What follows belongs to an exercise in optimizing a design on an open flow for small area; a production flow would make more cautious choices. Function was checked by simulation only, so behaviour that the tests miss may differ from the original. The clock port is modelled as an ideal driver; clocking choices that lean on that would not hold on a real chip. No activity file was given, so power comes from the tool's default toggle rates.

`config.mk`:
```
export PLATFORM = sky130hd
export DESIGN_NAME = music_player_top
export DESIGN_NICKNAME = music_player_top
export VERILOG_FILES = /design/flow/design.v
export SDC_FILE = /design/flow/constraint.sdc
export NUM_CORES = 8
export LEC_CHECK = 0
export ABC_AREA = 1
export CAP_MARGIN = 0
export CORE_MARGIN = 2
export CORE_UTILIZATION = 40
export CTS_BUF_LIST = sky130_fd_sc_hd__clkbuf_8
export GPL_TIMING_DRIVEN = 0
export SLEW_MARGIN = 0
```
`constraint.sdc`:
```
create_clock -name core_clock -period 10.0 [get_ports {clk}]
set_input_delay 2.0000 -clock core_clock [delete_from_list [all_inputs] [get_ports {clk}]]
set_output_delay 2.0000 -clock core_clock [all_outputs]
set_load 0.01 [all_outputs]
```
`design.v`:
```
module D_FF 
(
d,  
clk, 
q);
parameter WIDTH = 1;
input clk;
input [WIDTH-1:0] d;
output [WIDTH-1:0] q;
reg [WIDTH-1:0] q;
always @ (posedge clk) 
q <= d;
endmodule
module rca(a, b, ci, s, co);
   parameter W = 8;
   input [W-1:0] a, b;
   input ci;
   output [W-1:0] s;
   output co;
   wire [W:0] c;
   assign c[0] = ci;
   genvar i;
   generate for (i = 0; i < W; i = i + 1) begin : bit_
      assign s[i] = a[i] ^ b[i] ^ c[i];
      assign c[i+1] = (a[i] & b[i]) | (c[i] & (a[i] ^ b[i]));
   end endgenerate
   assign co = c[W];
endmodule
module inc(a, ci, s);
   parameter W = 8;
   input [W-1:0] a;
   input ci;
   output [W-1:0] s;
   wire [W:0] c;
   assign c[0] = ci;
   genvar i;
   generate for (i = 0; i < W; i = i + 1) begin : bit_
      assign s[i] = a[i] ^ c[i];
      assign c[i+1] = a[i] & c[i];
   end endgenerate
endmodule
module DIV_N(clk, reset, out);
   input clk;
   input reset;
   output out;
   parameter n = 17;
   localparam [16:0] ODD = 17'h0aaaa;
   reg [16:0] p;
   wire low_zero = (p[15:0] == ODD[15:0]);         
   wire fb = p[16] ^ ~p[13] ^ low_zero;             
   assign out = p[16] & low_zero;                   
   always @(posedge clk)
      if (reset) p <= ODD;
      else p <= {~p[15:0], fb};
endmodule
module button_press_unit(clk, reset, in, out);
   input clk;
   input reset;
   input in;
   output out;
   reg ff1, ff2;
   always @(posedge clk) begin
      ff1 <= in;
      ff2 <= ff1;
   end
   wire en;
   DIV_N #(17) div_inst(.clk(clk), .reset(reset), .out(en));
   reg [1:0] state;
   reg [2:0] timer;
   wire timer_done = &timer;
   wire timer_clr = ~state[0];
   wire [2:0] timer1;
   inc #(3) u_tinc(.a(timer), .ci(1'b1), .s(timer1));
   always @(posedge clk) begin
      if (reset | timer_clr) timer <= 3'd0;
      else if (en) timer <= timer1;
      if (reset) state <= 2'b00;
      else case (state)
         2'b00: if (~ff2) state <= 2'b01;
         2'b01: if (timer_done) state <= 2'b10;
         2'b10: if (ff2) state <= 2'b11;
         2'b11: if (timer_done) state <= 2'b00;
      endcase
   end
   wire debounced = state[0] | state[1];
   reg last;
   always @(posedge clk) last <= debounced;
   assign out = debounced & ~last;
endmodule
module mcu(clk, reset, play_button, next, play, song, reset_play, song_done);
   input clk, reset;
   input song_done, play_button, next;
   output reg play, reset_play;
   output reg [1:0] song;
   reg waiting;
   always @(posedge clk) begin
      if (reset) begin
         waiting <= 1'b0;
         play <= 1'b0;
         song <= 2'd0;
         reset_play <= 1'b1;
      end else if (~waiting) begin
         waiting <= 1'b1;
         reset_play <= 1'b0;
      end else if (song_done) begin
         waiting <= 1'b0;
         play <= 1'b0;
         reset_play <= 1'b1;
      end else if (next) begin
         waiting <= 1'b0;
         play <= 1'b1;
         reset_play <= 1'b1;
         song <= {song[1] ^ song[0], ~song[0]};
      end else if (~play_button) begin
         waiting <= 1'b0;
         play <= 1'b1;
         reset_play <= 1'b0;
      end
   end
endmodule
module song_rom(dout, addr);
  output [11:0] dout;
  input [6:0] addr;
  assign dout =
    (addr[6] ?
      (addr[5] ?
        12'h0 :
        (addr[4] ?
          (addr[3] ?
            (addr[2] ?
              (addr[1] ?
                (addr[0] ?
                  12'h1a :
                  12'hbd0) :
                (addr[0] ?
                  12'hb86 :
                  12'h1c)) :
              (addr[1] ?
                (addr[0] ?
                  12'hb0e :
                  12'hac6) :
                (addr[0] ?
                  12'h3c :
                  12'hb28))) :
            (addr[2] ?
              (addr[1] ?
                (addr[0] ?
                  12'ha88 :
                  12'hb08) :
                (addr[0] ?
                  12'hbc8 :
                  12'hc48)) :
              (addr[1] ?
                (addr[0] ?
                  12'hcb8 :
                  12'hcc6) :
                (addr[0] ?
                  12'ha :
                  12'hbc8)))) :
          (addr[3] ?
            (addr[2] ?
              (addr[1] ?
                (addr[0] ?
                  12'hb06 :
                  12'ha) :
                (addr[0] ?
                  12'hcc8 :
                  12'hd06)) :
              (addr[1] ?
                (addr[0] ?
                  12'ha :
                  12'hbc8) :
                (addr[0] ?
                  12'hb86 :
                  12'ha))) :
            (addr[2] ?
              (addr[1] ?
                (addr[0] ?
                  12'hb08 :
                  12'hac6) :
                (addr[0] ?
                  12'h22 :
                  12'hbc8)) :
              (addr[1] ?
                (addr[0] ?
                  12'hb86 :
                  12'h22) :
                (addr[0] ?
                  12'hb08 :
                  12'hac6)))))) :
      (addr[5] ?
        (addr[4] ?
          (addr[3] ?
            (addr[2] ?
              (addr[1] ?
                (addr[0] ?
                  12'ha89 :
                  12'h789) :
                (addr[0] ?
                  12'h949 :
                  12'h8c9)) :
              (addr[1] ?
                (addr[0] ?
                  12'h949 :
                  12'h992) :
                (addr[0] ?
                  12'h949 :
                  12'h789))) :
            (addr[2] ?
              (addr[1] ?
                (addr[0] ?
                  12'h952 :
                  12'h8c9) :
                (addr[0] ?
                  12'h789 :
                  12'h8d2)) :
              (addr[1] ?
                (addr[0] ?
                  12'h792 :
                  12'h952) :
                (addr[0] ?
                  12'h8c9 :
                  12'h949)))) :
          (addr[3] ?
            (addr[2] ?
              (addr[1] ?
                (addr[0] ?
                  12'h992 :
                  12'h792) :
                (addr[0] ?
                  12'h952 :
                  12'h792)) :
              (addr[1] ?
                (addr[0] ?
                  12'h8d2 :
                  12'h7a4) :
                (addr[0] ?
                  12'h952 :
                  12'h892))) :
            (addr[2] ?
              (addr[1] ?
                (addr[0] ?
                  12'h8d2 :
                  12'h952) :
                (addr[0] ?
                  12'h992 :
                  12'h8d2)) :
              (addr[1] ?
                (addr[0] ?
                  12'h952 :
                  12'h9b6) :
                (addr[0] ?
                  12'haa4 :
                  12'h8e4))))) :
        (addr[4] ?
          (addr[3] ?
            (addr[2] ?
              (addr[1] ?
                12'h0 :
                12'h940) :
              (addr[1] ?
                (addr[0] ?
                  12'h8c8 :
                  12'h5cc) :
                (addr[0] ?
                  12'h848 :
                  12'h54c))) :
            (addr[2] ?
              (addr[1] ?
                (addr[0] ?
                  12'h808 :
                  12'h50c) :
                (addr[0] ?
                  12'h788 :
                  12'h48c)) :
              (addr[1] ?
                (addr[0] ?
                  12'h708 :
                  12'h40c) :
                (addr[0] ?
                  12'h6c8 :
                  12'h3cc)))) :
          (addr[3] ?
            (addr[2] ?
              (addr[1] ?
                (addr[0] ?
                  12'h648 :
                  12'h34c) :
                (addr[0] ?
                  12'h2c8 :
                  12'hecc)) :
              (addr[1] ?
                (addr[0] ?
                  12'h248 :
                  12'he4c) :
                (addr[0] ?
                  12'h208 :
                  12'he0c))) :
            (addr[2] ?
              (addr[1] ?
                (addr[0] ?
                  12'h188 :
                  12'hd8c) :
                (addr[0] ?
                  12'h108 :
                  12'hd0c)) :
              (addr[1] ?
                (addr[0] ?
                  12'hc8 :
                  12'hccc) :
                (addr[0] ?
                  12'h48 :
                  12'hc4c)))))));
endmodule
module song_reader(clk, reset, play, song, song_done, note, duration, new_note, note_done);
   input clk, reset, play, note_done;
   input [1:0] song;
   output [5:0] note;
   output [5:0] duration;
   output song_done;
   output reg new_note;
   localparam RESET = 2'b00, NEW_NOTE = 2'b01, WAIT = 2'b11, NEXT_NOTE = 2'b10;
   reg [1:0] state;
   reg [4:0] sound_m1;       
   reg song_temp_done;
   reg ld_zero;              
   reg [1:0] song_d;         
   reg [6:0] rom_addr;       
   wire [4:0] sound_p1;
   inc #(5) u_sinc(.a(sound_m1), .ci(1'b1), .s(sound_p1));
   always @(posedge clk) begin
      ld_zero <= ~reset & (state == RESET);
      song_d <= song;
      if (ld_zero) rom_addr <= 7'd0;
      else if ((state == WAIT) & new_note) rom_addr <= {song_d, sound_m1};
      if (reset)
         state <= RESET;
      else case (state)
         RESET: begin
            new_note <= 1'b0;
            sound_m1 <= 5'd31;
            song_temp_done <= 1'b1;
            if (play) state <= NEW_NOTE;
         end
         NEW_NOTE: begin
            new_note <= 1'b1;
            sound_m1 <= sound_p1;
            song_temp_done <= (sound_m1 == 5'd30);
            state <= WAIT;
         end
         WAIT: begin
            new_note <= 1'b0;
            if (~play) state <= RESET;
            else if (note_done) state <= NEXT_NOTE;
         end
         NEXT_NOTE: begin
            new_note <= 1'b0;
            state <= NEW_NOTE;
         end
      endcase
   end
   wire [11:0] sig;
   song_rom new_rom(.dout(sig), .addr(rom_addr));
   assign note = sig[11:6];
   assign duration = sig[5:0];
   reg std_last;
   always @(posedge clk) std_last <= song_temp_done;
   assign song_done = song_temp_done & ~std_last;
endmodule
module frequency_rom(dout, addr);
  output [19:0] dout;
  input [5:0] addr;
  wire [6:0] d =
    (addr[5] ?
      (addr[4] ?
        (addr[3] ?
          (addr[2] ?
            (addr[1] ?
              (addr[0] ?
                7'h2 :
                7'h1) :
              (addr[0] ?
                7'h0 :
                7'h1b)) :
            (addr[1] ?
              (addr[0] ?
                7'h1a :
                7'h19) :
              (addr[0] ?
                7'h18 :
                7'h17))) :
          (addr[2] ?
            (addr[1] ?
              (addr[0] ?
                7'h16 :
                7'h15) :
              (addr[0] ?
                7'h14 :
                7'h13)) :
            (addr[1] ?
              (addr[0] ?
                7'h12 :
                7'h11) :
              (addr[0] ?
                7'h10 :
                7'h2b)))) :
        (addr[3] ?
          (addr[2] ?
            (addr[1] ?
              (addr[0] ?
                7'h2a :
                7'h29) :
              (addr[0] ?
                7'h28 :
                7'h27)) :
            (addr[1] ?
              (addr[0] ?
                7'h26 :
                7'h25) :
              (addr[0] ?
                7'h24 :
                7'h23))) :
          (addr[2] ?
            (addr[1] ?
              (addr[0] ?
                7'h22 :
                7'h21) :
              (addr[0] ?
                7'h20 :
                7'h3b)) :
            (addr[1] ?
              (addr[0] ?
                7'h3a :
                7'h39) :
              (addr[0] ?
                7'h38 :
                7'h37))))) :
      (addr[4] ?
        (addr[3] ?
          (addr[2] ?
            (addr[1] ?
              (addr[0] ?
                7'h36 :
                7'h35) :
              (addr[0] ?
                7'h34 :
                7'h33)) :
            (addr[1] ?
              (addr[0] ?
                7'h32 :
                7'h31) :
              (addr[0] ?
                7'h30 :
                7'h4b))) :
          (addr[2] ?
            (addr[1] ?
              (addr[0] ?
                7'h4a :
                7'h49) :
              (addr[0] ?
                7'h48 :
                7'h47)) :
            (addr[1] ?
              (addr[0] ?
                7'h46 :
                7'h45) :
              (addr[0] ?
                7'h44 :
                7'h43)))) :
        (addr[3] ?
          (addr[2] ?
            (addr[1] ?
              (addr[0] ?
                7'h42 :
                7'h41) :
              (addr[0] ?
                7'h40 :
                7'h5b)) :
            (addr[1] ?
              (addr[0] ?
                7'h5a :
                7'h59) :
              (addr[0] ?
                7'h58 :
                7'h57))) :
          (addr[2] ?
            (addr[1] ?
              (addr[0] ?
                7'h56 :
                7'h55) :
              (addr[0] ?
                7'h54 :
                7'h53)) :
            (addr[1] ?
              (addr[0] ?
                7'h52 :
                7'h51) :
              (addr[0] ?
                7'h50 :
                7'hf))))));
  wire [3:0] r = d[3:0];
  wire [19:0] l =
    (r[3] ?
      (r[2] ?
        20'h0 :
        (r[1] ?
          (r[0] ?
            20'h8da74 :
            20'h85cd6) :
          (r[0] ?
            20'h7e4b0 :
            20'h77200))) :
      (r[2] ?
        (r[1] ?
          (r[0] ?
            20'h70a3c :
            20'h6a278) :
          (r[0] ?
            20'h645a0 :
            20'h5e8ca)) :
        (r[1] ?
          (r[0] ?
            20'h596de :
            20'h547ae) :
          (r[0] ?
            20'h4f87d :
            20'h4b17e))));
  assign dout = l >> d[6:4];
endmodule
module sine_rom(seg, sel, coef);
  input [3:0] seg;
  input [1:0] sel;
  output [19:0] coef;
  wire [5:0] addr = {seg, sel};
  assign coef =
    (addr[5] ?
      (addr[4] ?
        (addr[3] ?
          (addr[2] ?
            (addr[1] ?
              (addr[0] ?
                20'hfb13c :
                20'h9cf8) :
              (addr[0] ?
                20'hfb240 :
                20'hfff7c)) :
            (addr[1] ?
              (addr[0] ?
                20'hec826 :
                20'h133e6) :
              (addr[0] ?
                20'hfb697 :
                20'hffe9b))) :
          (addr[2] ?
            (addr[1] ?
              (addr[0] ?
                20'hd4da6 :
                20'h1beec) :
              (addr[0] ?
                20'hfbdee :
                20'hffdaa)) :
            (addr[1] ?
              (addr[0] ?
                20'hb5045 :
                20'h238d4) :
              (addr[0] ?
                20'hfc7af :
                20'hffce3)))) :
        (addr[3] ?
          (addr[2] ?
            (addr[1] ?
              (addr[0] ?
                20'h8e39a :
                20'h29cce) :
              (addr[0] ?
                20'hfd3c7 :
                20'hffc1a)) :
            (addr[1] ?
              (addr[0] ?
                20'h61f7c :
                20'h2e707) :
              (addr[0] ?
                20'hfe1b0 :
                20'hffb69))) :
          (addr[2] ?
            (addr[1] ?
              (addr[0] ?
                20'h31f21 :
                20'h314c9) :
              (addr[0] ?
                20'hff082 :
                20'hffb13)) :
            (addr[1] ?
              (addr[0] ?
                20'hfffe0 :
                20'h32438) :
              (addr[0] ?
                20'hffff8 :
                20'hffae2))))) :
      (addr[4] ?
        (addr[3] ?
          (addr[2] ?
            (addr[1] ?
              (addr[0] ?
                20'hfb13c :
                20'h9cf8) :
              (addr[0] ?
                20'hfb240 :
                20'hfff7c)) :
            (addr[1] ?
              (addr[0] ?
                20'hec826 :
                20'h133e6) :
              (addr[0] ?
                20'hfb697 :
                20'hffe9b))) :
          (addr[2] ?
            (addr[1] ?
              (addr[0] ?
                20'hd4da6 :
                20'h1beec) :
              (addr[0] ?
                20'hfbdee :
                20'hffdaa)) :
            (addr[1] ?
              (addr[0] ?
                20'hb5045 :
                20'h238d4) :
              (addr[0] ?
                20'hfc7af :
                20'hffce3)))) :
        (addr[3] ?
          (addr[2] ?
            (addr[1] ?
              (addr[0] ?
                20'h8e39a :
                20'h29cce) :
              (addr[0] ?
                20'hfd3c7 :
                20'hffc1a)) :
            (addr[1] ?
              (addr[0] ?
                20'h61f7c :
                20'h2e707) :
              (addr[0] ?
                20'hfe1b0 :
                20'hffb69))) :
          (addr[2] ?
            (addr[1] ?
              (addr[0] ?
                20'h31f21 :
                20'h314c9) :
              (addr[0] ?
                20'hff082 :
                20'hffb13)) :
            (addr[1] ?
              (addr[0] ?
                20'h11 :
                20'h32438) :
              (addr[0] ?
                20'hffff8 :
                20'hffae2))))));
endmodule
module sine_reader(clk, reset, rst_phase, step_size, gen, sample);
   input clk, reset, rst_phase, gen;
   input [19:0] step_size;
   output [15:0] sample;
   reg rst_d, gen_d, carry;
   reg [21:0] acc_phase;
   wire [10:0] lo_next;
   wire [10:0] hi_sum;
   wire lo_co;
   rca #(11) u_lo(.a(rst_d ? 11'd0 : acc_phase[10:0]), .b(gen ? step_size[10:0] : 11'd0),
                  .ci(1'b0), .s(lo_next), .co(lo_co));
   rca #(11) u_hi(.a(acc_phase[21:11]), .b(gen_d ? {2'b00, step_size[19:11]} : 11'd0),
                  .ci(gen_d & carry), .s(hi_sum), .co());
   always @(posedge clk) begin
      rst_d <= rst_phase;
      gen_d <= gen;
      carry <= lo_co;
      acc_phase <= {rst_d ? 11'd0 : hi_sum, lo_next};
   end
   wire h = acc_phase[20];
   wire [10:0] n_next;
   inc #(11) u_ninc(.a({1'b0, acc_phase[19:10] ^ {10{h}}}), .ci(h), .s(n_next));
   reg sgn;
   reg [10:0] n;
   always @(posedge clk)
      if (reset) begin
         sgn <= 1'b0;
         n <= 11'd0;
      end else if (gen) begin
         sgn <= acc_phase[21] & ~rst_d;
         n <= n_next;
      end
   wire [3:0] seg = n[10:7];
   wire [7:0] xs = {n[6:0], 1'b0};
   reg [1:0] stage;
   reg [2:0] sub;
   reg [18:0] acc;
   reg [18:0] p;
   wire done = (stage == 2'd3) & (sub == 3'd1);
   wire load = (sub == 3'd0) & (stage != 2'd3);
   wire [19:0] coef;
   sine_rom coef_rom(.seg(seg), .sel(stage), .coef(coef));
   wire [19:0] opb = (sub == 3'd0) ? coef : (xs[sub] ? {acc[18], acc} : 20'd0);
   wire [19:0] sum;
   rca #(20) u_add(.a({p[18], p}), .b(opb), .ci(1'b0), .s(sum), .co());
   wire [4:0] cnt1;
   inc #(5) u_cinc(.a({stage, sub}), .ci(1'b1), .s(cnt1));
   always @(posedge clk)
      if (reset | gen) begin
         stage <= 2'd0;
         sub <= 3'd0;
         p <= 19'd0;
      end else if (~done) begin
         {stage, sub} <= cnt1;
         if (load) begin
            acc <= sum[18:0];
            p <= 19'd0;
         end else
            p <= sum[19:1];
      end
   assign sample = {sgn, p[18:4] ^ {15{sgn}}};
endmodule
module note_player(clk, reset, play_enable, note_to_load, duration_to_load,
                   done_with_note, load_new_note, beat, gen, step_size);
   input clk;
   input reset;
   input play_enable;
   input [5:0] note_to_load;
   input [5:0] duration_to_load;
   input load_new_note;
   output reg done_with_note;
   input beat;
   input gen;
   output [19:0] step_size;
   reg playing;
   reg timer_done;
   reg [5:0] note;
   reg [5:0] note_d;
   reg [5:0] count_number;
   wire [5:0] count_p;
   inc #(6) u_cinc(.a(count_number), .ci(beat), .s(count_p));
   always @(posedge clk) begin
      if (~gen) note_d <= note;    
      if (reset) begin
         playing <= 1'b0;
         note <= 6'd0;
         done_with_note <= 1'b0;
      end else if (playing & timer_done) begin
         playing <= 1'b0;
         note <= note_to_load;
         done_with_note <= 1'b1;
      end else if (~play_enable) begin
         playing <= 1'b0;
         note <= 6'd0;
         done_with_note <= 1'b0;
      end else if (~load_new_note) begin
         playing <= 1'b1;
         done_with_note <= 1'b0;
      end else begin
         playing <= 1'b0;
         note <= note_to_load;
         done_with_note <= 1'b0;
      end
      if (~playing) begin
         count_number <= 6'd0;
         timer_done <= 1'b0;
      end else if (count_number == duration_to_load) begin
         count_number <= 6'd0;
         timer_done <= 1'b1;
      end else begin
         count_number <= count_p;
         timer_done <= 1'b0;
      end
   end
   frequency_rom rom_inst(.dout(step_size), .addr(note_d));
endmodule
module beat_generator(clk, ci, co, clear);
   parameter CounterBits = 10;
   parameter N = 1000;
   input clk, ci;
   input clear;
   output reg co;
   reg [9:0] count;
   wire last = (count == 10'h2b2);
   always @(posedge clk)
      if (clear) begin
         count <= 10'd0;
         co <= 1'b0;
      end else begin
         if (ci) count <= last ? 10'd0 : {count[8:0], ~(count[9] ^ count[6])};
         co <= ci & last;
      end
endmodule
module codec_conditioner(clk, reset, new_sample_in, generate_next_sample, New_Frame, valid_sample);
   input clk;
   input reset;
   input [15:0] new_sample_in;
   output generate_next_sample;
   input New_Frame;
   output [15:0] valid_sample;
   reg previous_new_frame;
   reg [15:0] current;
   always @(posedge clk) begin
      previous_new_frame <= reset ? 1'b0 : New_Frame;
      current <= reset ? 16'd0 : valid_sample;
   end
   assign generate_next_sample = New_Frame & ~previous_new_frame;
   assign valid_sample = generate_next_sample ? new_sample_in : current;
endmodule
module music_player(clk, reset, play_button, next, New_Frame, sample_out, play, song);
   input clk;
   input reset;
   input play_button;
   input next;
   input New_Frame;
   output [15:0] sample_out;
   output play;
   output [1:0] song;
   wire reset_play;
   wire song_done;
   mcu mcu(.clk(clk), .reset(reset), .play_button(play_button), .next(next),
      .play(play), .reset_play(reset_play), .song(song), .song_done(song_done));
   wire rst_play = reset | reset_play;
   wire [5:0] note_to_play;
   wire [5:0] duration_for_note;
   wire new_note;
   wire note_done;
   song_reader song_reader(.clk(clk), .reset(rst_play), .play(play), .song(song),
      .song_done(song_done), .note(note_to_play), .duration(duration_for_note),
      .new_note(new_note), .note_done(note_done));
   wire beat;
   wire gen;
   wire [19:0] step_size;
   note_player note_player(.clk(clk), .reset(rst_play), .play_enable(play),
      .note_to_load(note_to_play), .duration_to_load(duration_for_note),
      .load_new_note(new_note), .done_with_note(note_done), .beat(beat), .gen(gen),
      .step_size(step_size));
   wire [15:0] note_sample;
   sine_reader sine_reader(.clk(clk), .reset(reset), .rst_phase(rst_play),
      .step_size(step_size), .gen(gen), .sample(note_sample));
   beat_generator #(.N(1000), .CounterBits(10)) beat_generator(.clk(clk),
      .ci(gen), .co(beat), .clear(reset));
   codec_conditioner codec_conditioner(.clk(clk), .reset(reset),
      .new_sample_in(note_sample), .generate_next_sample(gen),
      .New_Frame(New_Frame), .valid_sample(sample_out));
endmodule
module music_player_top(
	 play_button,   
	 next_button,   
	 reset_n,       
	 clk,
	 New_Frame,
	 sample_out,
	 play_led,
	 song_led);
	input 	clk;
	input 	play_button;
	input 	next_button;
	input    reset_n;
	input  New_Frame;
	output [15:0] sample_out;
	wire reset = ~reset_n;
	output [1:0] song_led;
	output play_led;
	wire next;
	button_press_unit next_button_press_unit(
	   .clk(clk),
	   .reset(reset),
	   .in(next_button),
	   .out(next));
	wire play;
	wire[1:0]song;
	music_player music_player_inst(
      .clk(clk),
      .reset(reset),
      .play_button(play_button),
      .next(next), 
      .New_Frame(New_Frame), 
      .sample_out(sample_out),
  	   .play(play),
		.song(song));
  assign	play_led=~play;
  assign song_led=~song;  
   endmodule
```
`flow/run.sh`:
```
#!/bin/bash
# Own layout flow: the standard flow (standard.sh) with these changes:
#  - synthesis maps with an area-oriented ABC script (flow/abc_area.script);
#  - synthesis extracts only full adders (extract_fa -fa): half adders are
#    left to ABC, which maps incrementers and comparators better than fixed
#    half-adder cells (and leaves none whose sum output ends up unused);
#  - port buffers are the smallest buffer (buf_1) instead of the default pick;
#  - CTS inserts no dummy loads, and clock buffers whose sinks see a slew
#    over 100 ps after CTS are upsized (flow/post_cts.tcl);
#  - power recovery (downsizing cells off the critical paths) after global
#    routing's timing repair.
# Registers, floorplan, power grid, tap cells, repair and routing are the
# standard flow's.  Each tool's output goes to the ORFS logs under orfs/logs;
# make's own output goes to flow_make.log here.
set -euo pipefail
S=$PWD/scripts_area
rm -rf "$S"
cp -r "$FLOW_HOME/scripts" "$S"
cp flow/abc_area.script "$S/abc_area.script"
grep -q '^  extract_fa {\*}\[dont_use_extract_fa_args\]$' "$S/synth.tcl"
sed -i 's/^  extract_fa {\*}\[dont_use_extract_fa_args\]$/  extract_fa -fa/' "$S/synth.tcl"
grep -q '^  extract_fa -fa$' "$S/synth.tcl"
bash standard.sh SCRIPTS_DIR="$S" \
  BUFFER_PORTS_ARGS="-buffer_cell sky130_fd_sc_hd__buf_1" \
  CTS_ARGS="-sink_clustering_enable -repair_clock_nets -dont_use_dummy_load -buf_list sky130_fd_sc_hd__clkbuf_8" \
  RECOVER_POWER=100 \
  POST_CTS_TCL="$PWD/flow/post_cts.tcl" \
  finish > flow_make.log 2>&1
```
`flow/abc_area.script`:
```
strash
&get -n
&deepsyn -J 100
&put
amap
topo
```
`flow/post_cts.tcl`:
```
estimate_parasitics -placement
set upsized 0
foreach inst [[ord::get_db_block] getInsts] {
  set master [[$inst getMaster] getName]
  if {$master ne "sky130_fd_sc_hd__clkbuf_8"} { continue }
  set name [$inst getName]
  set out [get_pins -of_objects [get_cells $name] -filter "direction==output"]
  set net [get_nets -of_objects $out]
  set worst 0.0
  foreach pin [get_pins -of_objects $net -filter "direction==input"] {
    foreach e {rise fall} {
      set s [get_property $pin slew_max_$e]
      if {$s > $worst} { set worst $s }
    }
  }
  if {$worst > 0.100} {
    puts "post_cts: $name worst sink slew [format %.3f $worst] ns, upsizing to clkbuf_16"
    replace_cell $name sky130_fd_sc_hd__clkbuf_16
    incr upsized
  }
}
puts "post_cts: upsized $upsized clock buffers"
if {$upsized > 0} {
  detailed_placement
  check_placement -verbose
  estimate_parasitics -placement
}
```
`standard.sh`:
```
#!/bin/bash
# synth_recipe.tcl (not shown) runs the flow's synth.tcl, then flattens the netlist and writes it again
# the make line also repeats each setting of config.mk as NAME=value (left out here)
make -C /OpenROAD-flow-scripts/flow DESIGN_CONFIG=/design/flow/config.mk WORK_HOME=/design/flow/orfs CLKGATE_MAP_FILE= SYNTH_SCRIPT=/design/flow/synth_recipe.tcl "${@:-finish}"
```
==> results.toml, run 1 <==
[critical_path]
slowest_stage = "fa_1"
path_delay_family = "adder cells"
critPathMostFrequentCell = "fa_1"
cp.depth = 30
crit_buf_inv = 3
cp.arrival_ns = 9.79
r2r_cells = 30
cpPeakStageDelay_ns = 0.45
critPathMaxFanout = 10
critPathKind = "reg2reg"
endpoint_kind = "register"
cp.required_ns = 10.28
start_kind = "register"

[timing]
hold_viol_final = 0
setup_viol = 0
timing.setup.tns_ns = 0
tightest_slew_ns = 1.22
min_period_ns = 9.51
max_freq_ghz = 0.105
slew_viol_final = 0
fin_worst_skew_ns = 0.0317
hold_ws_ns = 0.330
post-route-period-util_pct = 95.1
relSlewSlack_pct = 16.7

[clock_network]
cts.sinks = 179
cts_tree = "built"
insertion_delay_ns = 0.39
cts.clk_slew.worst_paths_ns = 0.07

[yosys]
synth_nets = 1171
ys_seq_area_share_pct = 42.3
synth_area_mm2 = 0.00924
async_reset_ff_share_pct = 0
ys_top_cells_by_count = "clkinv_1, nor2_1, dfxtp_1"
synth_edf_count = 32
synth_area_per_cell_um2 = 8.18
synthCells = 1129
synth_top_area_share_pct = 31.9
yosys.cell_count.top_type = "clkinv_1"
ys_seq_elements = 179
ys.flop_type = "dfxtp_1"
synth_largest_area_cell = "dfxtp_1"
yosysUniqueCellTypes = 46
ys_warn_count = 8
yosys-top-cells-area = "dfxtp_1, edfxtp_1, fa_1"

[power]
power_frac_seq_pct = 57.2
power_mw = 1.37
clock_power_share_pct = 30.4
combPwrFrac_pct = 12.4
power.switching_mw = 0.359
ir_worst_vdd_mv = 0.0886
leakagePower_nw = 3.41
swShare_pct = 26.2
p_int_mw = 1.01
powerDensity_mw_per_mm2 = 137

[global_routing]
grt_max_degree = 35
grt_antenna_before_repair = 0
grt_pass1_vias = 7672
grt_usage_pct = 20.1
grt_first_pass_wirelength_um = 39300
grt-ovfl-total = 0

[die]
die-height_um = 156
dieArea_mm2 = 0.0243
rows = 55
io-pin-count = 24
core_mm2 = 0.0226
start_util_pct = 40.8
dieWidth_um = 156

[route]
drc = 0
drtPass1Iterations = 5
vias = 8185
ant_nets = 0
wl_per_cell_um = 16.1
drt-total-wl_um = 23600
drtIter0Drc = 824
viasPerCell = 5.61

[min_path]
min_path_cells = 0
hold_class = "reg2reg"

[placement]
io_buffers = 23
routabilityCongestion = 0.937
dp_hpwl_um = 17500

[job]
maxCapViolCount = 0

[final_layout]
fin_util_pct = 44.3
diodes = 0
nNetsFinal = 1219
drive_above_1_share_pct = 2.98
area_growth_pct = 8.71

[outcome]
status = "no timing/DRC/antenna violations"
==> layout make-up <==
| class | instances | area (um^2) |
|---|---|---|
| fill | 2253 | 12600 |
| multi-input combinational | 762 | 4640 |
| tap | 285 | 357 |
| clock buffer | 17 | 279 |
| inverter | 188 | 723 |
| timing repair buffer | 29 | 128 |
| sequential | 179 | 3920 |
==> sequential cells by signal, indices dropped and copies added, names as in the netlist, 3 cells and up <==
name / flops
music_player_inst.sine_reader.acc: 19
music_player_inst.song_reader.sound_m1: 5
music_player_inst.codec_conditioner.current: 16
music_player_inst.note_player.note: 6
music_player_inst.beat_generator.count: 10
music_player_inst.sine_reader.sub: 3
music_player_inst.song_reader.rom_addr: 7
music_player_inst.sine_reader.p: 19
music_player_inst.note_player.note_d: 6
next_button_press_unit.timer: 3
music_player_inst.sine_reader.acc_phase: 22
next_button_press_unit.div_inst.p: 17
music_player_inst.sine_reader.n: 11
music_player_inst.note_player.count_number: 6
==> worst reg2reg max path, delay by kind of cell (launching register included) <==
| family | cells | cell delay [ns] |
|---|---|---|
| flops | 1 | 0.39 |
| simple gates | 5 | 0.54 |
| buf+inv | 3 | 0.39 |
| fa+ha+maj | 18 | 7.49 |
| compound gates | 4 | 0.61 |
==> layout by cell type (no fill, tap or decap), types with 11 or more instances in the layout <==
master       n
o21ai_0     93
o22ai_1     46
nand3_1     12
a21oi_1     51
nor2_1     173
nor3_1      35
edfxtp_1    32
o211ai_1    17
clkinv_1   182
o21a_1      11
a2111oi_0   13
nand2_1    112
clkbuf_8    13
fa_1        37
dfxtp_1    142
nor2b_1     34
buf_1       22
==> metal layers <==
metal / part of all wire (%) / GRT usage (%) / wire, um
met3: 5.9 / 3.58 / 1380
met5: 0 / 0 / 0
met2: 43 / 29.7 / 10200
met4: 1.9 / 6.55 / 457
met1: 49 / 29.7 / 11600
==> cell families after synthesis <==
kind of cell	synth area share, %
AO/OA/AOI/OAI	22.8
adder cells (fa/ha/maj)	8.02
buffers and inverters	7.64
flip-flops	42.3
other	0.0406
AND/OR/NAND/NOR	19.2
==> per-stage QoR <==
step	worst slack [ns]	std cells	area, um^2
2_1_floorplan	0.692	1129	9240
3_3_place_gp	-0.349	1437	9680
3_5_place_dp	-0.187	1438	9690
5_1_grt	-0.0308	1460	10000
6_report	0.489	1460	10000
==> final timing paths <==
kind                                                       start                                               end  slack [ns]
max reg2reg  music_player_inst.sine_reader.stage[0]$_SDFFE_PP0N_  music_player_inst.sine_reader.p[17]$_SDFFE_PP0N_        0.49
min                           next_button_press_unit.ff1$_DFF_P_                next_button_press_unit.ff2$_DFF_P_        0.33
max          music_player_inst.sine_reader.stage[0]$_SDFFE_PP0N_  music_player_inst.sine_reader.p[17]$_SDFFE_PP0N_        0.49
min reg2reg                   next_button_press_unit.ff1$_DFF_P_                next_button_press_unit.ff2$_DFF_P_        0.33
==> power groups by stage <==
| stage | clock, mW | combinational [mW] | sequential [mW] |
|---|---|---|---|
| after global placement | 0 | 0.168 | 0.800 |
| final | 0.417 | 0.170 | 0.784 |
| after global routing | 0.458 | 0.194 | 0.788 |
| after floorplan | 0 | 0.124 | 0.796 |
| after detailed placement | 0 | 0.169 | 0.801 |
==> run 2, diff against run 1 <==
==> flow/abc_area.script (replaced) <==
strash
&get -n
&deepsyn -J 100
&put
amap -F 4 -A 10
topo
--- a/config.mk
+++ b/config.mk
@@ -11,4 +11,5 @@
 export CORE_UTILIZATION = 40
 export CTS_BUF_LIST = sky130_fd_sc_hd__clkbuf_8
 export GPL_TIMING_DRIVEN = 0
+export PLACE_DENSITY = 0.8
 export SLEW_MARGIN = 0
==> run 2 against run 1 <==
Against the previous run: now fails the layout checks on capacitance limit, slew limit; clock skew is 0.00062 ns higher; clock power decreased by 4%; largest power group unchanged; combinational power barely moved; via count grew 4.0%; synthesized cell count is 3.2% lower; global-route usage is 0.44 points lower; hold slack improved by 0.0031 ns; sequential share of layout area is essentially flat; largest cell class unchanged; power is 0.94% lower; maximum frequency up 0.11%.
==> results.toml, run 2 <==
[final_layout]
diodes = 0
drive_above_1_share_pct = 3.59
final_common_cell = "clkinv_1"
fill_cells = 2148
largest_reg_flops = 22
stdcell_area_mm2 = 0.0100
largest-register = "music_player_inst.sine_reader.acc_phase"
reg.largest.list = "music_player_inst.sine_reader.acc_phase: 22 flops, music_player_inst.sine_reader.acc: 19 flops, music_player_inst.sine_reader.p: 19 flops"
area_growth_pct = 9.08
nNetsFinal = 1186
finalNonFillerCells = 1427
final_cell_mix = "clkinv_1, nor2_1, dfxtp_1, o21ai_0, nand2_1"

[yosys]
synth_nets = 1135
synth_edf_count = 32
ys_seq_elements = 179
synth_area_mm2 = 0.00919
muxShareOfSynthArea_pct = 0
ys.flop_type = "dfxtp_1"
synth_xor_area_share_pct = 0.0953
synth_top_area_share_pct = 32.0
yosys.area_share.simple_pct = 19.1
ys_top_cells_by_count = "clkinv_1, nor2_1, dfxtp_1"
ys_warn_count = 8
synth_largest_area_cell = "dfxtp_1"
async_reset_ff_share_pct = 0
synth_top_family_by_area = "compound AO/OA/AOI/OAI gates"
synth_area_per_cell_um2 = 8.41
yosys-top-cells-area = "dfxtp_1, edfxtp_1, fa_1"
synth-compound-area-share_pct = 23.3
yosys.cell_count.top_type = "clkinv_1"
yosysUniqueCellTypes = 50
ys_seq_area_share_pct = 42.5
synthCells = 1093
synth_fa_ha_area_share_pct = 8.06

[outcome]
so_faults = "capacitance limit, slew limit"
status = "complete, but fails checks"

[placement]
routabilityCongestion = 1.04
place_area_mm2 = 0.00964
dp.cells = 1401
io_buffers = 23
dp_hpwl_um = 16800

[route]
drt-total-wl_um = 23300
vias = 8512
ant_nets = 0
wl_per_cell_um = 16.3
drtPass1Iterations = 7
viasPerCell = 5.96
drtIter0Drc = 937
drc = 0

[min_path]
min_path_cells = 0
hold_class = "reg2reg"
hold_path_end = "next_button_press_unit.ff2$_DFF_P_"
hp-start = "next_button_press_unit.ff1$_DFF_P_"

[critical_path]
start_kind = "register"
r2r_end = "music_player_inst.sine_reader.p[17]$_SDFFE_PP0N_"
critPathKind = "reg2reg"
cpPeakStageDelay_ns = 0.44
slowest_stage = "fa_1"
cp.arrival_ns = 9.79
timing.rr.start = "music_player_inst.sine_reader.stage[1]$_SDFFE_PP0N_"
path_delay_family = "adder cells"
crit_buf_inv = 3
r2r_cells = 30
endpoint_kind = "register"
r2r_slack_ns = 0.50
cp.required_ns = 10.29
critPathMostFrequentCell = "fa_1"
critPathMaxFanout = 12

[global_routing]
grt_antenna_before_repair = 0
grt_usage_pct = 19.7
grt-ovfl-total = 0
grt_first_pass_wirelength_um = 38900
grt_max_degree = 36
grt_pass1_vias = 7971

[timing]
min_period_ns = 9.50
setup_viol = 0
hold_ws_ns = 0.334
relSlewSlack_pct = -9.50
tightest_slew_ns = 1.64
post-route-period-util_pct = 95.0
slew_viol_final = 21
rsz0062_at_grt = "no"
hold_viol_final = 0
fin_worst_skew_ns = 0.0323
max_freq_ghz = 0.105

[die]
rows = 55
dieArea_mm2 = 0.0242
die-height_um = 156
core_mm2 = 0.0226
io-pin-count = 24
start_util_pct = 40.7
dieWidth_um = 156

[clock_network]
insertion_delay_ns = 0.39
cts.sinks = 179
cts_tree = "built"
cts.clk_slew.worst_paths_ns = 0.08

[power]
power_frac_seq_pct = 57.9
power_mw = 1.36
leakagePower_nw = 3.32
combPwrFrac_pct = 12.6
powerDensity_mw_per_mm2 = 135
swShare_pct = 26.0
p_int_mw = 1.00
ir_worst_vdd_mv = 0.115
power.switching_mw = 0.353
clock_power_share_pct = 29.5

[job]
maxCapViolCount = 1
[run 2: cell types whose count changed in the layout (fill, tap and decap cells not counted), sizes merged, moves of 5 or more]
cell / before / now
a2111oi: 13 / 8
a211oi: 6 / 14
a22oi: 2 / 9
and2: 0 / 7
clkinv: 183 / 161
nand2: 112 / 83
nor2: 175 / 159
nor4: 8 / 13
o211ai: 17 / 10
o21ai: 93 / 86
o32ai: 4 / 11
[run 2: final cells by class]
type,count,area (um^2),share of cell area (%)
repair buffers,32,154,1.53
flip-flops and latches,179,3920,39.0
inverters,168,651,6.49
multi-input cells,746,4680,46.7
clock buffers,17,268,2.67
well taps,285,357,3.56
[run 2: power groups by stage]
stage	combinational (mW)	clock, mW	sequential, mW
after floorplan	0.124	0	0.797
after global placement	0.165	0	0.802
after detailed placement	0.168	0	0.803
after global routing	0.192	0.440	0.790
final	0.171	0.401	0.787
[run 2: per-stage QoR]
stage          utilization, %  TNS, ns  worst slack [ns]
6_report                 44.4        0             0.500
2_1_floorplan               -        0             0.503
3_5_place_dp             42.7    -1.78            -0.494
5_1_grt                  44.4        0            0.0170
3_3_place_gp             42.7    -2.18            -0.578
[run 2: worst max-delay path by stage]
| stage | start | endpoint | slack, ns | cells after the start |
|---|---|---|---|---|
| after floorplan | music_player_inst.sine_reader.n[8]$_SDFFE_PN0P_ | music_player_inst.sine_reader.p[17]$_SDFFE_PP0N_ | 0.50 | 30 |
| after global placement | music_player_inst.sine_reader.n[8]$_SDFFE_PN0P_ | music_player_inst.sine_reader.p[17]$_SDFFE_PP0N_ | -0.58 | 30 |
| after detailed placement | music_player_inst.sine_reader.n[8]$_SDFFE_PN0P_ | music_player_inst.sine_reader.p[17]$_SDFFE_PP0N_ | -0.49 | 30 |
| after global routing | music_player_inst.sine_reader.sub[0]$_SDFFE_PP0N_ | music_player_inst.sine_reader.p[17]$_SDFFE_PP0N_ | 0.02 | 27 |
| final | music_player_inst.sine_reader.stage[1]$_SDFFE_PP0N_ | music_player_inst.sine_reader.p[17]$_SDFFE_PP0N_ | 0.50 | 30 |
[run 2: cell families after synthesis]
| family | Yosys count |
|---|---|
| adder cells (fa/ha/maj) | 37 |
| XOR/XNOR | 1 |
| flip-flops | 179 |
| buffers and inverters | 168 |
| AND/OR/NAND/NOR | 386 |
| other | 1 |
| AO/OA/AOI/OAI | 321 |
[run 2: per-layer routing]
| layer | share of wire (%) | wire length [um] | vias to the layer above | global-route usage [%] |
|---|---|---|---|---|
| met3 | 7.6 | 1770 | 87 | 3.36 |
| li1 | - | - | 4007 | - |
| met5 | 0 | 0 | - | 0 |
| met1 | 43 | 10000 | 3978 | 26.6 |
| met4 | 3.7 | 863 | 0 | 8.56 |
| met2 | 46 | 10600 | 440 | 31.1 |
[run 2: worst reg2reg max path, delay by kind of cell (launching register included)]
family	cells	cell delay [ns]
AO/OA/AOI/OAI	4	0.67
adder cells (fa/ha/maj)	18	7.43
flip-flops	1	0.41
AND/OR/NAND/NOR	5	0.51
buffers and inverters	3	0.38
==> run 3, diff against run 2 <==
==> flow/abc_area.script (replaced) <==
strash
&get -n
&deepsyn -J 100
&put
amap
topo
--- a/config.mk
+++ b/config.mk
@@ -6,10 +6,10 @@
 export NUM_CORES = 8
 export LEC_CHECK = 0
 export ABC_AREA = 1
-export CAP_MARGIN = 0
+export CAP_MARGIN = 20
 export CORE_MARGIN = 2
 export CORE_UTILIZATION = 40
 export CTS_BUF_LIST = sky130_fd_sc_hd__clkbuf_8
 export GPL_TIMING_DRIVEN = 0
 export PLACE_DENSITY = 0.8
-export SLEW_MARGIN = 0
+export SLEW_MARGIN = 20
==> run 3 against run 2 <==
Against the previous run: now clean on timing, DRC and antenna; final cell count is 2.5% higher; synthesized area is 0.46% higher; sequential share of layout area is 0.13 points lower; critical path depth stayed put; highest routed layer unchanged; clock-buffer cell count stayed put; via count is 2.3% lower; maximum frequency is 0.45% lower; power is 0.48% lower; design area is 0.26% higher; setup slack worse by 0.043 ns; clock power is 1% lower.
==> results.toml, run 3 <==
[final_layout]
finalNonFillerCells = 1462
final_common_cell = "clkinv_1"
stdcell_area_mm2 = 0.0101
reg.largest.list = "music_player_inst.sine_reader.acc_phase: 22 flops, music_player_inst.sine_reader.acc: 19 flops, music_player_inst.sine_reader.p: 19 flops"
final_cell_mix = "clkinv_1, nor2_1, dfxtp_1, nand2_1, o21ai_0"
drive_above_1_share_pct = 3.23
diodes = 0
area_growth_pct = 8.86
largest-register = "music_player_inst.sine_reader.acc_phase"
nNetsFinal = 1221
largest_reg_flops = 22

[die]
start_util_pct = 40.8
io-pin-count = 24
core_mm2 = 0.0226
die-height_um = 156
dieWidth_um = 156
dieArea_mm2 = 0.0243
rows = 55

[power]
ir_worst_vdd_mv = 0.102
combPwrFrac_pct = 12.6
powerDensity_mw_per_mm2 = 134
leakagePower_nw = 3.42
power.switching_mw = 0.347
swShare_pct = 25.7
power_mw = 1.35
power_frac_seq_pct = 58.1
clock_power_share_pct = 29.3
p_int_mw = 1.00

[min_path]
hold_class = "reg2reg"
min_path_cells = 0
hold_path_end = "next_button_press_unit.ff2$_DFF_P_"
hp-start = "next_button_press_unit.ff1$_DFF_P_"

[placement]
place_area_mm2 = 0.00970
dp_hpwl_um = 16700
io_buffers = 23
dp_slack_ns = -0.172
dp.cells = 1438
routabilityCongestion = 0.972

[yosys]
synthCells = 1129
synth_edf_count = 32
ys_seq_elements = 179
ys_warn_count = 8
ys.flop_type = "dfxtp_1"
synth_area_mm2 = 0.00924
ys_seq_area_share_pct = 42.3
ys_top_cells_by_count = "clkinv_1, nor2_1, dfxtp_1"
yosysUniqueCellTypes = 46
synth_top_area_share_pct = 31.9
async_reset_ff_share_pct = 0
synth_largest_area_cell = "dfxtp_1"
synth_nets = 1171
synth_area_per_cell_um2 = 8.18
yosys.cell_count.top_type = "clkinv_1"
yosys-top-cells-area = "dfxtp_1, edfxtp_1, fa_1"

[timing]
fin_worst_skew_ns = 0.0329
rsz0062_at_grt = "no"
hold_ws_ns = 0.333
tightest_slew_ns = 1.29
relSlewSlack_pct = 11.9
max_freq_ghz = 0.105
fin_ws_ns = 0.456
slew_viol_final = 0
hold_viol_final = 0
post-route-period-util_pct = 95.4
min_period_ns = 9.54
setup_viol = 0

[critical_path]
r2r_cells = 30
r2r_end = "music_player_inst.sine_reader.p[17]$_SDFFE_PP0N_"
cp.required_ns = 10.27
cpPeakStageDelay_ns = 0.45
critPathKind = "reg2reg"
critPathMostFrequentCell = "fa_1"
timing.rr.start = "music_player_inst.sine_reader.n[7]$_SDFFE_PN0P_"
critPathMaxFanout = 9
r2r_slack_ns = 0.46
start_kind = "register"
slowest_stage = "fa_1"
endpoint_kind = "register"
cp.arrival_ns = 9.82

[clock_network]
cts_tree = "built"
cts.clk_slew.worst_paths_ns = 0.09
insertion_delay_ns = 0.39
cts.sinks = 179

[route]
drt-total-wl_um = 22300
wl_per_cell_um = 15.3
drtPass1Iterations = 8
drtIter0Drc = 797
vias = 8315
drc = 0
viasPerCell = 5.69
ant_nets = 0

[global_routing]
grt_usage_pct = 18.8
grt_pass1_vias = 7768
grt-ovfl-total = 0
grt_antenna_before_repair = 0
grt_first_pass_wirelength_um = 37500
grt_max_degree = 35

[outcome]
status = "no timing/DRC/antenna violations"

[job]
maxCapViolCount = 0
run 3: cell count changes in the layout (fill, tap and decap cells not counted), sizes merged, moves of 7 or more:
cell / change
and2: -7
a22oi: -7
nand2: +29
o21ai: +7
o211ai: +7
a211oi: -8
clkinv: +23
nor2: +16
o32ai: -7
run 3: kinds of logic (layout without fill, tap and decap cells):
| logic type | after synthesis | after routing | share of synthesized area [%] |
|---|---|---|---|
| compound gates | 319 | 319 | 22.8 |
| simple gates | 405 | 405 | 19.2 |
| fa+ha+maj | 37 | 37 | 8.02 |
| buf+inv | 188 | 236 | 7.64 |
| other cells | 1 | 1 | 0.0406 |
| flops | 179 | 179 | 42.3 |
run 3: cell type report:
class / count / area [um^2]
clock buffers: 17 / 268
fillers: 2144 / 12600
inverters: 188 / 721
multi-input cells: 762 / 4640
flip-flops and latches: 179 / 3910
well taps: 285 / 357
repair buffers: 31 / 154
run 3: metrics by stage:
step	util, %	TNS, ns
after global routing	44.4	0
final	44.4	0
after floorplan	-	0
after detailed placement	42.9	-0.311
after global placement	42.7	-0.658
run 3: worst max-delay path by stage:
stage	slack, ns	cells past startpoint	endpoint	from
after floorplan	0.69	30	music_player_inst.sine_reader.p[17]$_SDFFE_PP0N_	music_player_inst.sine_reader.n[8]$_SDFFE_PN0P_
after global placement	-0.27	30	music_player_inst.sine_reader.p[17]$_SDFFE_PP0N_	music_player_inst.sine_reader.n[8]$_SDFFE_PN0P_
after detailed placement	-0.17	30	music_player_inst.sine_reader.p[17]$_SDFFE_PP0N_	music_player_inst.sine_reader.n[8]$_SDFFE_PN0P_
after global routing	0.05	25	music_player_inst.sine_reader.p[17]$_SDFFE_PP0N_	music_player_inst.sine_reader.n[9]$_SDFFE_PN0P_
final	0.46	30	music_player_inst.sine_reader.p[17]$_SDFFE_PP0N_	music_player_inst.sine_reader.n[7]$_SDFFE_PN0P_
run 3: power by group through the flow:
stage	Sequential (mW)	Clock, mW	Combinational, mW
3_3_place_gp	0.800	0	0.164
2_1_floorplan	0.796	0	0.124
3_5_place_dp	0.801	0	0.168
6_report	0.785	0.397	0.170
5_1_grt	0.788	0.435	0.193
run 3: worst max-delay path, delay by kind of cell, from the launching register on:
family	cells	cell delay, ns
fa+ha+maj	18	7.41
buf+inv	3	0.39
compound gates	4	0.63
simple gates	5	0.59
flops	1	0.42
run 3: routing by layer:
metal  GRT usage (%)  vias up  wire (um)
met5               0        -          0
met4            7.38        0        691
met3            3.11       74       1510
met2            29.6      359       9940
met1            26.0     3816      10200
li1                -     4066          -
==> run 4, diff against run 3 <==
==> flow/abc_area.script (replaced) <==
strash
&get -n
&deepsyn -J 100
&put
amap -F 4 -A 10
topo
==> run 4 against run 3 <==
Against the previous run: still clean; power up 0.42%; sequential power about the same; synthesized area down 0.46%; largest cell class unchanged; largest power group unchanged.
==> results.toml, run 4 <==
[outcome]
status = "no timing/DRC/antenna violations"

[die]
dieArea_mm2 = 0.0242
io-pin-count = 24
die-height_um = 156
start_util_pct = 40.7
rows = 55
dieWidth_um = 156
core_mm2 = 0.0226

[clock_network]
cts_tree = "built"
cts.clk_slew.worst_paths_ns = 0.07
cts.sinks = 179
insertion_delay_ns = 0.39

[route]
m1WireLength_um = 10400
wl_met3_um = 1730
viasPerCell = 5.90
drtIter0Drc = 927
vias = 8467
drc = 0
top_layer = "met4"
dr_wl_met2_um = 10800
ant_nets = 0
drt-total-wl_um = 23500
drtPass1Iterations = 9
wl_per_cell_um = 16.4

[yosys]
yosys.cell_count.top_type = "clkinv_1"
ys.flop_type = "dfxtp_1"
ys_top_cells_by_count = "clkinv_1, nor2_1, dfxtp_1"
synth_top_area_share_pct = 32.0
synth_nets = 1135
synth_edf_count = 32
async_reset_ff_share_pct = 0
synth_area_mm2 = 0.00919
ys_seq_elements = 179
synthCells = 1093
synth_largest_area_cell = "dfxtp_1"
ys_seq_area_share_pct = 42.5
synth_area_per_cell_um2 = 8.41
ys_warn_count = 8
yosysUniqueCellTypes = 50
yosys-top-cells-area = "dfxtp_1, edfxtp_1, fa_1"

[final_layout]
fill_cells = 2190
regArea_mm2 = 0.00392
diodes = 0
area_growth_pct = 9.76
final_cell_mix = "clkinv_1, nor2_1, dfxtp_1, o21ai_0, nand2_1"
largest-register = "music_player_inst.sine_reader.acc_phase"
stdcell_area_mm2 = 0.0101
fin_util_pct = 44.7
multi_input_area_mm2 = 0.00468
drive_above_1_share_pct = 4.00
largest_reg_flops = 22
final_common_cell = "clkinv_1"
nNetsFinal = 1194
reg.largest.list = "music_player_inst.sine_reader.acc_phase: 22 flops, music_player_inst.sine_reader.acc: 19 flops, music_player_inst.sine_reader.p: 19 flops"

[timing]
relSlewSlack_pct = 31.6
max_freq_ghz = 0.104
tightest_slew_ns = 1.02
post-route-period-util_pct = 96.0
setup_viol = 0
slew_viol_final = 0
hold_viol_final = 0
rsz0062_at_grt = "no"
fin_ws_ns = 0.403
min_period_ns = 9.60
fin_worst_skew_ns = 0.0296

[critical_path]
cp.arrival_ns = 9.87
slowest_stage = "fa_1"
cpPeakStageDelay_ns = 0.45
critPathKind = "reg2reg"
endpoint_kind = "register"
critPathMaxFanout = 12
critPathMostFrequentCell = "fa_1"
cp.required_ns = 10.28
start_kind = "register"

[job]
maxCapViolCount = 0

[power]
combPwrFrac_pct = 12.6
leakagePower_nw = 3.36
swShare_pct = 26.0
power.switching_mw = 0.352
clock_power_share_pct = 29.4
ir_worst_vdd_mv = 0.119
powerDensity_mw_per_mm2 = 135
power_frac_seq_pct = 57.9
power_mw = 1.36
p_int_mw = 1.00

[placement]
dp_slack_ns = -0.527
place_area_mm2 = 0.00966
routabilityCongestion = 1.04
dp_hpwl_um = 17000
io_buffers = 23

[global_routing]
grt_antenna_before_repair = 0
grt_first_pass_wirelength_um = 38400
grt_usage_pct = 19.4
grt-ovfl-total = 0
grt_pass1_vias = 7882
grt_max_degree = 36

[min_path]
hold_class = "reg2reg"
==> run 4: final timing paths <==
| kind | start | to | slack (ns) | cells after the start |
|---|---|---|---|---|
| setup / recovery | music_player_inst.sine_reader.stage[1]$_SDFFE_PP0N_ | music_player_inst.sine_reader.p[17]$_SDFFE_PP0N_ | 0.40 | 30 |
| hold / removal | next_button_press_unit.ff1$_DFF_P_ | next_button_press_unit.ff2$_DFF_P_ | 0.33 | 0 |
| setup reg to reg | music_player_inst.sine_reader.stage[1]$_SDFFE_PP0N_ | music_player_inst.sine_reader.p[17]$_SDFFE_PP0N_ | 0.40 | 30 |
| hold reg to reg | next_button_press_unit.ff1$_DFF_P_ | next_button_press_unit.ff2$_DFF_P_ | 0.33 | 0 |
==> run 4: area by class of cell <==
| class | instances | area share, % |
|---|---|---|
| clock buffer | 17 | 2.65 |
| inverter | 168 | 6.41 |
| sequential | 179 | 38.8 |
| tap | 285 | 3.53 |
| timing repair buffer | 40 | 2.17 |
| multi-input combinational | 746 | 46.4 |
==> run 4: worst max-delay path, delay by kind of cell, from the launching register on <==
kind	cells	cell delay, ns
fa+ha+maj	18	7.49
simple gates	5	0.51
compound gates	4	0.76
buf+inv	3	0.34
flops	1	0.40
==> run 4: metal layers <==
| layer | vias to the layer above | GRT usage [%] |
|---|---|---|
| li1 | 4017 | - |
| met1 | 4002 | 26.3 |
| met2 | 386 | 30.7 |
| met3 | 62 | 3.67 |
| met4 | 0 | 7.99 |
| met5 | - | 0 |
==> run 4: stage by stage <==
stage | TNS [ns] | hold WS (ns) | instances
2_1_floorplan | 0 | 0.310 | 1093
6_report | 0 | 0.329 | 1435
5_1_grt | 0 | 0.351 | 1435
3_5_place_dp | -1.94 | 0.314 | 1402
3_3_place_gp | -2.18 | 0.311 | 1401
==> run 4: kinds of logic after synthesis <==
kind of cell	count (synthesis)	share of synthesized area, %
other	1	0.0408
AND/OR/NAND/NOR	386	19.1
XOR/XNOR	1	0.0953
AO/OA/AOI/OAI	321	23.3
adder cells (fa/ha/maj)	37	8.06
buffers and inverters	168	6.86
flip-flops	179	42.5
==> run 4: power by group through the flow <==
stage	logic, mW	clock network (mW)	registers [mW]
final	0.172	0.399	0.786
after floorplan	0.124	0	0.797
after detailed placement	0.169	0	0.803
after global routing	0.193	0.438	0.790
after global placement	0.165	0	0.802
==> run 5, diff against run 4 <==
==> flow/abc_area.script (replaced) <==
strash
&get -n
&deepsyn -J 100
&put
amap
topo
--- a/config.mk
+++ b/config.mk
@@ -11,5 +11,4 @@
 export CORE_UTILIZATION = 40
 export CTS_BUF_LIST = sky130_fd_sc_hd__clkbuf_8
 export GPL_TIMING_DRIVEN = 0
-export PLACE_DENSITY = 0.8
 export SLEW_MARGIN = 20
==> run 5 against run 4 <==
Against the previous run: still clean on timing, DRC and antenna; via count decreased by 3.5%; clock power increased by 5.5%; global-route usage increased by 0.69 points; non-clock buffer count decreased by 7; flip-flop and latch count unchanged; final cell count increased by 2.0%; routed wire length increased by 0.12%; power increased by 1.5%; design area about the same; register-to-register slack improved by 0.02 ns; critical path type unchanged; critical endpoint unchanged.
==> results.toml, run 5 <==
[final_layout]
area_growth_pct = 9.33
finalNonFillerCells = 1464
reg.largest.list = "music_player_inst.sine_reader.acc_phase: 22 flops, music_player_inst.sine_reader.acc: 19 flops, music_player_inst.sine_reader.p: 19 flops"
nNetsFinal = 1223
diodes = 0
stdcell_area_mm2 = 0.0101
drive_above_1_share_pct = 3.39
final_cell_mix = "clkinv_1, nor2_1, dfxtp_1, nand2_1, o21ai_0"
largest-register = "music_player_inst.sine_reader.acc_phase"
final_common_cell = "clkinv_1"
largest_reg_flops = 22

[global_routing]
grt_max_degree = 35
gr-usage-met3_pct = 4.28
grt_usage_pct = 20.1
grt_first_pass_wirelength_um = 39400
met1_usage_pct = 29.1
use_met2_pct = 30.1
grt_pass1_vias = 7749
grt.busiest_layer = "met2"
grt-ovfl-total = 0
grt_antenna_before_repair = 0

[yosys]
yosys-top-cells-area = "dfxtp_1, edfxtp_1, fa_1"
synth_largest_area_cell = "dfxtp_1"
synth_nets = 1171
synth_top_area_share_pct = 31.9
yosysUniqueCellTypes = 46
ys_seq_area_share_pct = 42.3
ys_warn_count = 8
ys_top_cells_by_count = "clkinv_1, nor2_1, dfxtp_1"
synth_edf_count = 32
synth_area_per_cell_um2 = 8.18
synthCells = 1129
synth_area_mm2 = 0.00924
yosys.cell_count.top_type = "clkinv_1"
ys.flop_type = "dfxtp_1"
async_reset_ff_share_pct = 0
ys_seq_elements = 179

[route]
vias = 8168
wl_per_cell_um = 16.1
ant_nets = 0
drtPass1Iterations = 5
drtIter0Drc = 762
drt-total-wl_um = 23500
viasPerCell = 5.58
drc = 0

[power]
leakagePower_nw = 3.44
ir_worst_vdd_mv = 0.0882
powerDensity_mw_per_mm2 = 136

[die]
core_mm2 = 0.0226
io-pin-count = 24
dieWidth_um = 156
start_util_pct = 40.8
rows = 55
die-height_um = 156
dieArea_mm2 = 0.0243

[timing]
tightest_slew_ns = 1.00
rsz0062_at_grt = "no"
hold_viol_final = 0
slew_viol_final = 0
min_period_ns = 9.58
max_freq_ghz = 0.104
relSlewSlack_pct = 33.3
setup_viol = 0
fin_ws_ns = 0.424
post-route-period-util_pct = 95.8
fin_worst_skew_ns = 0.0287
timing.setup.tns_ns = 0

[placement]
dp_hpwl_um = 17500
routabilityCongestion = 0.937
dp_slack_ns = -0.188
dp.cells = 1438
io_buffers = 23
place_area_mm2 = 0.00970

[clock_network]
cts.clk_slew.worst_paths_ns = 0.07
cts.sinks = 179
cts_tree = "built"
insertion_delay_ns = 0.39

[critical_path]
endpoint_kind = "register"
cp.required_ns = 10.28
r2r_end = "music_player_inst.sine_reader.p[17]$_SDFFE_PP0N_"
critPathKind = "reg2reg"
start_kind = "register"
cp.arrival_ns = 9.85
cpPeakStageDelay_ns = 0.59
cp.depth = 25
slowest_stage = "dfxtp_2"
crit_path_start = "music_player_inst.sine_reader.n[9]$_SDFFE_PN0P_"
critPathMaxFanout = 20
critPathMostFrequentCell = "fa_1"
timing.rr.start = "music_player_inst.sine_reader.n[9]$_SDFFE_PN0P_"
r2r_cells = 25
crit_buf_inv = 2
path_delay_family = "adder cells"
crit_end = "music_player_inst.sine_reader.p[17]$_SDFFE_PP0N_"
r2r_slack_ns = 0.42

[min_path]
hold_class = "reg2reg"

[job]
maxCapViolCount = 0

[outcome]
status = "no timing/DRC/antenna violations"
-- run 5: where the power goes --
part	internal [mW]	leakage, nW	total (mW)	switching (mW)
logic	0.0590	1.81	0.172	0.113
registers	0.768	1.49	0.784	0.0166
clock network	0.187	0.143	0.421	0.234
-- run 5: logic make-up (layout without fill, tap and decap cells) --
family,Yosys count,in the layout,share of synthesized area [%]
AND/OR/NAND/NOR,405,405,19.2
flip-flops,179,179,42.3
buffers and inverters,188,238,7.64
AO/OA/AOI/OAI,319,319,22.8
adder cells (fa/ha/maj),37,37,8.02
other,1,1,0.0406
-- run 5: cell type report --
class	count	area, um^2
inverter	188	723
sequential	179	3910
clock buffer	17	279
timing repair buffer	33	173
fill	2277	12500
tap	285	357
multi-input combinational	762	4650
-- run 5: metal layers --
layer  part of all wire (%)  wire, um
met1                     49     11400
met5                      0         0
met4                    2.2       511
met2                     43     10200
met3                    6.0      1410
-- run 5: how the worst min path moves through the flow --
stage	start	to	cells after the start
floorplan	next_button_press_unit.ff1$_DFF_P_	next_button_press_unit.ff2$_DFF_P_	0
global route	next_button_press_unit.ff1$_DFF_P_	next_button_press_unit.ff2$_DFF_P_	0
global placement	next_button_press_unit.ff1$_DFF_P_	next_button_press_unit.ff2$_DFF_P_	0
detailed placement	next_button_press_unit.ff1$_DFF_P_	next_button_press_unit.ff2$_DFF_P_	0
finish	next_button_press_unit.ff1$_DFF_P_	next_button_press_unit.ff2$_DFF_P_	0
-- run 5: metrics by stage --
| stage | util (%) | power [mW] | hold WS [ns] |
|---|---|---|---|
| after global routing | 44.6 | 1.45 | 0.346 |
| final | 44.6 | 1.38 | 0.329 |
| after global placement | 42.7 | 0.968 | 0.318 |
| after floorplan | - | 0.920 | 0.310 |
| after detailed placement | 42.8 | 0.971 | 0.314 |
==> run 6, diff against run 5 <==
--- a/flow/run.sh
+++ b/flow/run.sh
@@ -7,8 +7,6 @@
 #  - port buffers are the smallest buffer (buf_1) instead of the default pick;
 #  - CTS inserts no dummy loads, and clock buffers whose sinks see a slew
 #    over 100 ps after CTS are upsized (flow/post_cts.tcl);
-#  - power recovery (downsizing cells off the critical paths) after global
-#    routing's timing repair.
 # Registers, floorplan, power grid, tap cells, repair and routing are the
 # standard flow's.  Each tool's output goes to the ORFS logs under orfs/logs;
 # make's own output goes to flow_make.log here.
@@ -23,6 +21,5 @@
 bash standard.sh SCRIPTS_DIR="$S" \
   BUFFER_PORTS_ARGS="-buffer_cell sky130_fd_sc_hd__buf_1" \
   CTS_ARGS="-sink_clustering_enable -repair_clock_nets -dont_use_dummy_load -buf_list sky130_fd_sc_hd__clkbuf_8" \
-  RECOVER_POWER=100 \
   POST_CTS_TCL="$PWD/flow/post_cts.tcl" \
   finish > flow_make.log 2>&1
==> run 6 against run 5 <==
Against the previous run: sequential power hardly changed; clock power barely moved; non-clock buffer count unchanged; first-iteration DRC count unchanged; hold slack about the same; synthesized cell count stayed put; clock skew barely moved; flip-flop and latch count did not move; final cell count unchanged; critical path depth unchanged; combinational power hardly changed; sequential share of layout area hardly changed.
==> results.toml, run 6 <==
[die]
core_mm2 = 0.0226
rows = 55
io-pin-count = 24
die-height_um = 156
dieArea_mm2 = 0.0243
start_util_pct = 40.8
dieWidth_um = 156

[global_routing]
grt_first_pass_wirelength_um = 39400
grt_pass1_vias = 7749
grt_max_degree = 35
grt-ovfl-total = 0
grt_antenna_before_repair = 0
grt_usage_pct = 20.1

[power]
combPwrFrac_pct = 12.5
swShare_pct = 26.4
leakagePower_nw = 3.44
power.switching_mw = 0.364
power_frac_seq_pct = 56.9
clock_power_share_pct = 30.6
p_int_mw = 1.01
power_mw = 1.38
powerDensity_mw_per_mm2 = 136
ir_worst_vdd_mv = 0.0884

[timing]
rsz0062_at_grt = "no"
hold_viol_final = 0
relSlewSlack_pct = 33.3
slew_viol_final = 0
timing.setup.tns_ns = 0
max_freq_ghz = 0.104
min_period_ns = 9.59
post-route-period-util_pct = 95.9
fin_worst_skew_ns = 0.0285
fin_ws_ns = 0.409
setup_viol = 0
tightest_slew_ns = 1.00

[yosys]
synth_nets = 1171
async_reset_ff_share_pct = 0
synthCells = 1129
yosysUniqueCellTypes = 46
synth_edf_count = 32
synth_area_mm2 = 0.00924
ys_seq_elements = 179
yosys-top-cells-area = "dfxtp_1, edfxtp_1, fa_1"
ys_seq_area_share_pct = 42.3
ys_warn_count = 8
synth_top_area_share_pct = 31.9
ys.flop_type = "dfxtp_1"
ys_top_cells_by_count = "clkinv_1, nor2_1, dfxtp_1"
synth_largest_area_cell = "dfxtp_1"
synth_area_per_cell_um2 = 8.18
yosys.cell_count.top_type = "clkinv_1"

[min_path]
min_path_cells = 0
hold_path_end = "next_button_press_unit.ff2$_DFF_P_"
hold_class = "reg2reg"
hp-start = "next_button_press_unit.ff1$_DFF_P_"

[critical_path]
cp.arrival_ns = 9.87
r2r_cells = 25
timing.rr.start = "music_player_inst.sine_reader.n[9]$_SDFFE_PN0P_"
start_kind = "register"
endpoint_kind = "register"
cp.required_ns = 10.28
critPathKind = "reg2reg"
r2r_end = "music_player_inst.sine_reader.p[17]$_SDFFE_PP0N_"
crit_path_start = "music_player_inst.sine_reader.n[9]$_SDFFE_PN0P_"
critPathMaxFanout = 20
r2r_slack_ns = 0.41

[route]
drtIter0Drc = 762
drc = 0
drt-total-wl_um = 23500
viasPerCell = 5.59
ant_nets = 0
vias = 8179
wl_per_cell_um = 16.1
drtPass1Iterations = 7

[clock_network]
cts.sinks = 179
insertion_delay_ns = 0.39
cts_tree = "built"
cts.clk_slew.worst_paths_ns = 0.07

[final_layout]
finalNonFillerCells = 1464
fin_util_pct = 44.6
final_cell_mix = "clkinv_1, nor2_1, dfxtp_1, nand2_1, o21ai_0"
largest_reg_flops = 22
area_growth_pct = 9.36
nNetsFinal = 1223
diodes = 0
drive_above_1_share_pct = 3.48
fill_cells = 2277
reg.largest.list = "music_player_inst.sine_reader.acc_phase: 22 flops, music_player_inst.sine_reader.acc: 19 flops, music_player_inst.sine_reader.p: 19 flops"
final_common_cell = "clkinv_1"
largest-register = "music_player_inst.sine_reader.acc_phase"

[outcome]
status = "no timing/DRC/antenna violations"

[placement]
io_buffers = 23
dp_slack_ns = -0.188
dp_hpwl_um = 17500
dp.cells = 1438
routabilityCongestion = 0.937

[job]
maxCapViolCount = 0
[run 6: per-stage QoR]
| step | hold WS [ns] | area (um^2) |
|---|---|---|
| after floorplan | 0.310 | 9240 |
| after global placement | 0.318 | 9680 |
| after detailed placement | 0.314 | 9700 |
| after global routing | 0.346 | 10100 |
| final | 0.329 | 10100 |
[run 6: kinds of logic (layout without fill, tap and decap cells)]
family / Yosys count / in the layout / synth area share, %
simple gates: 405 / 405 / 19.2
other cells: 1 / 1 / 0.0406
buf+inv: 188 / 238 / 7.64
fa+ha+maj: 37 / 37 / 8.02
flops: 179 / 179 / 42.3
compound gates: 319 / 319 / 22.8
[run 6: final cells by class]
cell class              instances  area [um^2]  share of cell area [%]
repair buffers                 33          173                    1.71
multi-input cells             762         4650                    46.1
flip-flops and latches        179         3910                    38.8
well taps                     285          357                    3.53
inverters                     188          723                    7.16
clock buffers                  17          279                    2.76
[run 6: routing by layer]
| layer | up-vias | GRT usage (%) | part of all wire, % |
|---|---|---|---|
| li1 | 4075 | - | - |
| met1 | 3783 | 29.1 | 48 |
| met2 | 277 | 30.1 | 43 |
| met3 | 44 | 4.28 | 6.2 |
| met4 | 0 | 6.38 | 2.2 |
| met5 | - | 0 | 0 |
[run 6: worst max-delay path by stage]
stage / to / cells past startpoint
finish: music_player_inst.sine_reader.p[17]$_SDFFE_PP0N_ / 25
global route: music_player_inst.sine_reader.p[17]$_SDFFE_PP0N_ / 28
detailed placement: music_player_inst.sine_reader.p[17]$_SDFFE_PP0N_ / 30
global placement: music_player_inst.sine_reader.p[17]$_SDFFE_PP0N_ / 30
floorplan: music_player_inst.sine_reader.p[17]$_SDFFE_PP0N_ / 30
[run 6: worst max-delay path, stage by stage (launching register included)]
cell        delay, ns
dfxtp_2          0.59
clkinvlp_4       0.31
nand2_1          0.22
o221ai_1         0.15
nor3_1           0.27
o32ai_1          0.17
fa_1             0.46
fa_1             0.42
fa_1             0.42
fa_1             0.43
fa_1             0.43
fa_1             0.43
fa_1             0.43
fa_1             0.42
fa_1             0.43
fa_1             0.43
fa_1             0.43
fa_1             0.42
fa_1             0.44
fa_1             0.44
fa_1             0.45
fa_1             0.41
clkinv_1         0.07
fa_1             0.20
fa_1             0.44
o22ai_1          0.19
[run 6: power by group through the flow]
stage                     combinational (mW)  clock (mW)  sequential, mW
after floorplan                        0.124           0           0.796
final                                  0.172       0.421           0.784
after global routing                   0.196       0.462           0.788
after detailed placement               0.170           0           0.801
after global placement                 0.168           0           0.800

Check on run 6: ideal ports give 0.409 ns setup slack; a clkbuf_16 on the clock port and buf_2 on the inputs give 0.409 ns; moving port delays by the midpoint clock arrival (0.422 ns) as well gives 0.409 ns.
